Source: an optimization exercise on an open RTL-to-GDS flow (aim: small area and a short achievable clock period). Production flows keep margins and buffers that such runs may drop.
In this exercise RTL edits were held to simulation tests only and were not proved equivalent to the original.

Setup of JK:
Design hulkFinder, start of the top module:
module hulkFinder(
	input clk,
	input ena,
	input rst,
	input mode,
	input [31:0] dataA, dataB,
	output [31:0] result,
	output rdy
	);
Settings: LEC_CHECK=0, CAP_MARGIN=10, CORE_MARGIN=2, CORE_UTILIZATION=55, CTS_BUF_LIST=sky130_fd_sc_hd__clkbuf_8, PLACE_DENSITY=0.78, SETUP_SLACK_MARGIN=2.0, SLEW_MARGIN=10; clock period 11.0 ns.
run.sh (not shown) runs the stock make flow with config.mk's settings and CLKGATE_MAP_FILE= SYNTH_SCRIPT=/design/flow/synth_recipe.tcl, a recipe that flattens the netlist after the stock synthesis.
JK: PASS, flow complete, no timing, DRC or antenna violations
Input changes introduced in MS (baseline for comparison: JK):
- a change of SETUP_SLACK_MARGIN from 2.0 to 2.5
- a change of SLEW_MARGIN from 10 to 20
- a change of CORE_UTILIZATION from 55 to 65
- a change of PLACE_DENSITY from 0.78 to 0.72
- a deleted CTS_BUF_LIST that had been sky130_fd_sc_hd__clkbuf_8
- a change of CAP_MARGIN from 10 to 20
- | estimated wirelength of the detail-placed design | JK vs MS | ≈ equal |
- When the final numbers for JK and MS were put side by side, the clock skew turned out to be greater in JK.
- MS vs JK: minimum period implied by the final worst setup slack down in MS
Modified inputs, AL compared to MS
- PLACE_DENSITY now 0.65, was 0.72
- CORE_UTILIZATION now 55, was 65
- SETUP_SLACK_MARGIN now 4.0, was 2.5
## What came out
In summary, AL completed successfully, with a layout that passed the timing, DRC and antenna checks. MS -> AL: register bit total from synthesis delta 0, exact match. In AL relative to MS, design area had gone up by a little under 10%. Delta (AL minus MS): non-clock buffer share of cell area now sits higher, final non-filler cell total now sits higher, global routing met1 resource utilization now sits lower, delay of the slowest critical-path stage now sits higher, die area now sits higher.
The following lists how TR was set up differently from AL:
- swapping 4.0 for 2.0 in SETUP_SLACK_MARGIN
Results
- TR | stages: all done | timing, DRC, antenna: all pass
- Going from AL to TR, number of CTS-inserted buffers grows by 5.
- [TR] share of the clock period used by the worst path rose 1.0 points relative to AL
- Total routed wirelength: TR better than AL
The following lists how PW was set up differently from TR:
- swapping 0.65 for 0.7 in PLACE_DENSITY
- putting CTS_BUF_LIST at sky130_fd_sc_hd__clkbuf_8 where nothing was set
- swapping 55 for 62 in CORE_UTILIZATION
- swapping 20 for 10 in SLEW_MARGIN
- swapping 20 for 10 in CAP_MARGIN
## What came out
- From TR to PW the numbers moved as follows: final critical delay including setup and external delays now larger, post-synthesis to final-layout area growth now smaller, detailed-routing iteration count for the pre-antenna-repair pass now larger.

run A:
The RTL this note starts from:
==> flow/design.v <==
module fiveBitToAsciiDecoder(
	input [4:0] data,
	output [5:0] code
	);
	reg [4:0] lo;
	wire letter = (data < 5'd26);
	always @(*) begin
		case (data)
			5'd26: lo = 5'h00;
			5'd27: lo = 5'h0c;
			5'd28: lo = 5'h0e;
			5'd29: lo = 5'h01;
			5'd30: lo = 5'h0d;
			5'd31: lo = 5'h1f;
			default: lo = data + 5'd1;
		endcase
	end
	assign code = {letter, lo};
endmodule
module asciiToFiveBitDecoder(
	input [5:0] code,
	output reg [4:0] data
	);
	always @(*) begin
		if (code[5])
			data = code[4:0] - 5'd1;
		else
			case (code[4:0])
				5'h0c: data = 5'd27;
				5'h0e: data = 5'd28;
				5'h01: data = 5'd29;
				5'h0d: data = 5'd30;
				5'h1f: data = 5'd31;
				default: data = 5'd26;
			endcase
	end
endmodule
module charOfCode(
	input [5:0] code,
	input mode,
	output [7:0] char
	);
	assign char = {1'b0, code[5], ~code[5] | ~mode, code[4:0]};
endmodule
module random_generator(
	input  rst,
	input  clk,
	input  ena,
	output [29:0] lfsr_next
);
	reg  [29:0] lfsr_reg;
	wire        feedback;
	always @(posedge clk or posedge rst) begin
		if (rst)
			lfsr_reg <= 30'b1000000000;
		else if (ena)
			lfsr_reg <= lfsr_next;
	end
	assign feedback = lfsr_reg[29] ^ lfsr_reg[28] ^ lfsr_reg[25] ^ lfsr_reg[24];
	assign lfsr_next = {lfsr_reg[28:0], feedback};
endmodule
module pfxAdd #(parameter W = 32, parameter ARCH = 1)(
	input [W-1:0] a,
	input [W-1:0] b,
	input ci,
	output [W-1:0] s
);
	generate
	if (ARCH == 0) begin : beh
		assign s = a + b + ci;
	end else begin : pfx
	reg [W-1:0] g, p, g2, p2, c;
	integer l, i, j;
	always @(*) begin
		g = a & b;
		p = a ^ b;
		g[0] = g[0] | (p[0] & ci);
		if (ARCH == 1) begin
			for (l = 0; (1 << l) < W; l = l + 1)
				for (i = (2 << l) - 1; i < W; i = i + (2 << l)) begin
					g[i] = g[i] | (p[i] & g[i - (1 << l)]);
					p[i] = p[i] & p[i - (1 << l)];
				end
			for (l = 5; l >= 0; l = l - 1)
				if ((2 << l) < W)
					for (i = 3 * (1 << l) - 1; i < W; i = i + (2 << l)) begin
						g[i] = g[i] | (p[i] & g[i - (1 << l)]);
						p[i] = p[i] & p[i - (1 << l)];
					end
		end else if (ARCH == 2) begin
			for (i = 1; i < W; i = i + 1) begin
				g[i] = g[i] | (p[i] & g[i - 1]);
				p[i] = p[i] & p[i - 1];
			end
		end else if (ARCH == 3) begin
			for (l = 0; (1 << l) < W; l = l + 1)
				for (i = 0; i < W; i = i + 1)
					if ((i >> l) & 1) begin
						j = ((i >> l) << l) - 1;
						g[i] = g[i] | (p[i] & g[j]);
						p[i] = p[i] & p[j];
					end
		end else if (ARCH == 4) begin
			for (i = 1; i < W; i = i + 2) begin
				g[i] = g[i] | (p[i] & g[i - 1]);
				p[i] = p[i] & p[i - 1];
			end
			for (l = 1; (1 << l) < W; l = l + 1) begin
				g2 = g; p2 = p;
				for (i = 1; i < W; i = i + 2)
					if (i >= (1 << l) + 1) begin
						g2[i] = g[i] | (p[i] & g[i - (1 << l)]);
						p2[i] = p[i] & p[i - (1 << l)];
					end
				g = g2; p = p2;
			end
			for (i = 2; i < W; i = i + 2) begin
				g[i] = g[i] | (p[i] & g[i - 1]);
				p[i] = p[i] & p[i - 1];
			end
		end else begin
			for (l = 0; (1 << l) < W; l = l + 1) begin
				g2 = g; p2 = p;
				for (i = 0; i < W; i = i + 1)
					if (i >= (1 << l)) begin
						g2[i] = g[i] | (p[i] & g[i - (1 << l)]);
						p2[i] = p[i] & p[i - (1 << l)];
					end
				g = g2; p = p2;
			end
		end
		c = {g[W-2:0], ci};
	end
	assign s = a ^ b ^ c;
	end
	endgenerate
endmodule
module teaHalfRound(
	input  [31:0] u,
	input  [31:0] v,
	input  [31:0] ka,
	input  [31:0] kb,
	input  [31:0] sum,
	output [31:0] f,
	output [31:0] vOut
);
	localparam ARCH_K = 1, ARCH_S = 3;
	wire [31:0] a, b, c;
	pfxAdd #(.W(28), .ARCH(ARCH_K)) ra(.a(u[27:0]), .b(ka[31:4]), .ci(1'b0), .s(a[31:4]));
	assign a[3:0] = ka[3:0];
	pfxAdd #(.W(32), .ARCH(ARCH_K)) rb(.a(u), .b(sum), .ci(1'b0), .s(b));
	pfxAdd #(.W(32), .ARCH(ARCH_K)) rc(.a({5'b00000, u[31:5]}), .b(kb), .ci(1'b0), .s(c));
	assign f = a ^ b ^ c;
	pfxAdd #(.W(32), .ARCH(ARCH_S)) rs(.a(v), .b(~f), .ci(1'b1), .s(vOut));
endmodule
module teaFixedKey(
	input mode,
	output [31:0] k0,
	output [31:0] k1
);
	assign k0 = mode ? 32'h48554c4b : 32'h48756c6b;
	assign k1 = mode ? 32'h20495320 : 32'h20697320;
endmodule
module teaLfsrKey(
	input mode,
	input [35:0] codes,
	output [31:0] k2,
	output [31:0] k3
);
	wire [7:0] c0, c1, c2, c3, c4, c5;
	charOfCode d0(.code(codes[5:0]),   .mode(mode), .char(c0));
	charOfCode d1(.code(codes[11:6]),  .mode(mode), .char(c1));
	charOfCode d2(.code(codes[17:12]), .mode(mode), .char(c2));
	charOfCode d3(.code(codes[23:18]), .mode(mode), .char(c3));
	charOfCode d4(.code(codes[29:24]), .mode(mode), .char(c4));
	charOfCode d5(.code(codes[35:30]), .mode(mode), .char(c5));
	assign k2 = {(mode ? 16'h5448 : 16'h7468), c5, c4};
	assign k3 = {c3, c2, c1, c0};
endmodule
module singleTeaBlock #(
	parameter [31:0] SUM_A = 32'hc6ef3720,
	parameter [31:0] SUM_B = 32'h28b7bd67,
	parameter LAST = 0
)(
	input clk,
	input [36:0] inLfsrState,
	input [63:0] inData,
	output reg [63:0] outData,
	output reg [36:0] outLfsrState
);
	wire [31:0] k0, k1, k2, k3, f0, f1, v0n, v1n;
	teaFixedKey fk(.mode(inLfsrState[36]), .k0(k0), .k1(k1));
	teaLfsrKey lk(.mode(inLfsrState[36]), .codes(inLfsrState[35:0]), .k2(k2), .k3(k3));
	teaHalfRound h0(.u(inData[31:0]), .v(inData[63:32]), .ka(k0), .kb(k1), .sum(SUM_A), .f(f0), .vOut(v0n));
	teaHalfRound h1(.u(v0n), .v(inData[31:0]), .ka(k2), .kb(k3), .sum(SUM_B), .f(f1), .vOut(v1n));
	always @(posedge clk) begin
		outData <= {(LAST ? v0n - 32'h25504446 : v0n), v1n};
		outLfsrState <= inLfsrState;
	end
endmodule
module pdfCheckerFsm(
	input rst,
	input clk,
	input ena,
	input match,
	output rdy
);
	reg state_reg;
	always @(posedge clk or posedge rst) begin
		if (rst)
			state_reg <= 1'b0;
		else if (ena)
			state_reg <= rdy;
	end
	assign rdy = ~state_reg & match;
endmodule
module hulkFinder(
	input clk,
	input ena,
	input rst,
	input mode,
	input [31:0] dataA, dataB,
	output [31:0] result,
	output rdy
	);
	localparam [31:0] DELTA = 32'h9e3779b9;
	localparam [31:0] SUM1  = 32'hc6ef3720;
	wire [29:0] lfsr;
	wire [63:0] data [0:32];
	wire [36:0] lfsrState [0:32];
	random_generator gen0(
		.rst(rst),
		.clk(clk),
		.ena(ena),
		.lfsr_next(lfsr)
	);
	wire [31:0] k2in, k3in, f1in, v1in;
	reg  [63:0] data1;
	reg  [36:0] lfsrState1;
	wire [35:0] codesIn;
	genvar i;
	generate
		for (i = 0; i < 6; i = i + 1) begin : enc
			fiveBitToAsciiDecoder dec(.data(lfsr[5 * i +: 5]), .code(codesIn[6 * i +: 6]));
		end
	endgenerate
	teaLfsrKey lk0(.mode(mode), .codes(codesIn), .k2(k2in), .k3(k3in));
	teaHalfRound h0(.u(dataA), .v(dataB), .ka(k2in), .kb(k3in), .sum(SUM1), .f(f1in), .vOut(v1in));
	always @(posedge clk) begin
		data1 <= {dataA, v1in};
		lfsrState1 <= {mode, codesIn};
	end
	assign data[1] = data1;
	assign lfsrState[1] = lfsrState1;
	generate
		for (i = 1; i <= 31; i = i + 1) begin : stage
			singleTeaBlock #(
				.SUM_A(SUM1 - (i - 1) * DELTA),
				.SUM_B(SUM1 - i * DELTA),
				.LAST(i == 31)
			) tea (
				.clk(clk),
				.inLfsrState(lfsrState[i]),
				.inData(data[i]),
				.outData(data[i + 1]),
				.outLfsrState(lfsrState[i + 1])
			);
		end
	endgenerate
	wire [31:0] k0out, k1out, f0out, v0unused;
	teaFixedKey fk0(.mode(lfsrState[32][36]), .k0(k0out), .k1(k1out));
	teaHalfRound h63(.u(data[32][31:0]), .v(data[32][63:32]), .ka(k0out), .kb(k1out),
		.sum(SUM1 - 31 * DELTA), .f(f0out), .vOut(v0unused));
	wire match = (f0out == data[32][63:32]) && (data[32][31:8] == 24'h2d312e);
	pdfCheckerFsm fsm0(
		.rst(rst),
		.clk(clk),
		.ena(ena),
		.match(match),
		.rdy(rdy)
	);
	wire [29:0] lfsrOut;
	generate
		for (i = 0; i < 6; i = i + 1) begin : dec
			asciiToFiveBitDecoder dec(.code(lfsrState[32][6 * i +: 6]), .data(lfsrOut[5 * i +: 5]));
		end
	endgenerate
	assign result = {1'b0, lfsrState[32][36], lfsrOut};
endmodule
clock: 11.0 ns
lec_check: 0
cap_margin: 20
core_margin: 2
core_utilization: 55
place_density: 0.65
setup_slack_margin: 1.5
slew_margin: 20
diff inputs: run A => run B
- a deleted SETUP_SLACK_MARGIN that had been 1.5
--- outcome ---
Comparing run B against run A, there is no change at all in die outline area. Diff run A -> run B: worst setup slack now smaller; critical path's largest stage delay lower. On total global-route track usage, run A tracks run B almost exactly. The lower pin slew with the least headroom to its limit came out of run B. Per-cell via count in the routed design: run A vs run B, no meaningful difference. Run A → run B: final wirelength down about 0.56%; final period demand of the worst path up 870 ps.
Input-level comparison between run C and run B:
- setting SETUP_SLACK_MARGIN to 2.0 for the first time
- setting CTS_BUF_LIST to sky130_fd_sc_hd__clkbuf_16 for the first time
- setting CTS_CLUSTER_SIZE to 22 for the first time
- changing SLEW_MARGIN from 20 to 10
- setting CTS_CLUSTER_DIAMETER to 110 for the first time
- changing CAP_MARGIN from 20 to 10
[summary]
When run C is set beside run B, its cell area turns out to be 1.4% larger. Route | run C vs run B | wire longer in run C. Going from run B to run C, global-route usage barely changed; met2 wire length rose by 1.8%. Of run C and run B, it is run C that has the higher setup slack. Against run B, run C comes in 1.6 points higher on growth of design area from synthesis to finish. Between run B and run C, count of plain and timing-repair buffers in the layout is lower for run B, run C comes in above that. In the reports for run B and run C, the larger sequential share of layout area belongs to run B.

## static timing again, ports no longer ideal
The results above use ideal ports. As a check the final layouts listed here were re-extracted and re-timed, cells and wires unchanged. Step 1, drivers: a clkbuf_16 drives clk and a buf_2 each remaining input, both assumed. Step 2 moves the port delays by t, midway between the first and last clock arrival at a register: inputs arrive t later, outputs are due t later. That takes back most of the time a late clock gives input paths. a / b / c = no drivers / after step 1 / after step 2; a / b = the first two.
run	t (ns)	setup WS [ns]	worst setup path after step 2	slew at the worst register clock pin (ns)	worst data-port slew with drivers (ns)
JK	1.388	2.085 / 2.085 / 2.068	input to register	0.08 / 0.08	0.12
MS	1.127	2.345 / 2.345 / 2.345	register to register	0.08 / 0.08	0.04
AL	1.150	2.290 / 2.290 / 2.290	register to register	0.07 / 0.07	0.05
TR	1.144	2.178 / 2.178 / 2.172	input to register	0.07 / 0.07	0.04
PW	1.394	2.164 / 2.164 / 2.164	register to register	0.08 / 0.08	0.04
run A	1.146	1.782 / 1.662 / 1.883	register to register	0.07 / 0.07	0.04
run B	1.140	0.910 / 0.910 / 0.910	register to register	0.07 / 0.07	0.04
run C	1.086	2.229 / 2.179 / 2.229	register to register	0.11 / 0.11	0.04
After both steps every run listed still meets setup and hold. For JK, which loses most, drivers alone change the setup slack by 0.000 ns; drivers and shift together by -0.017 ns.
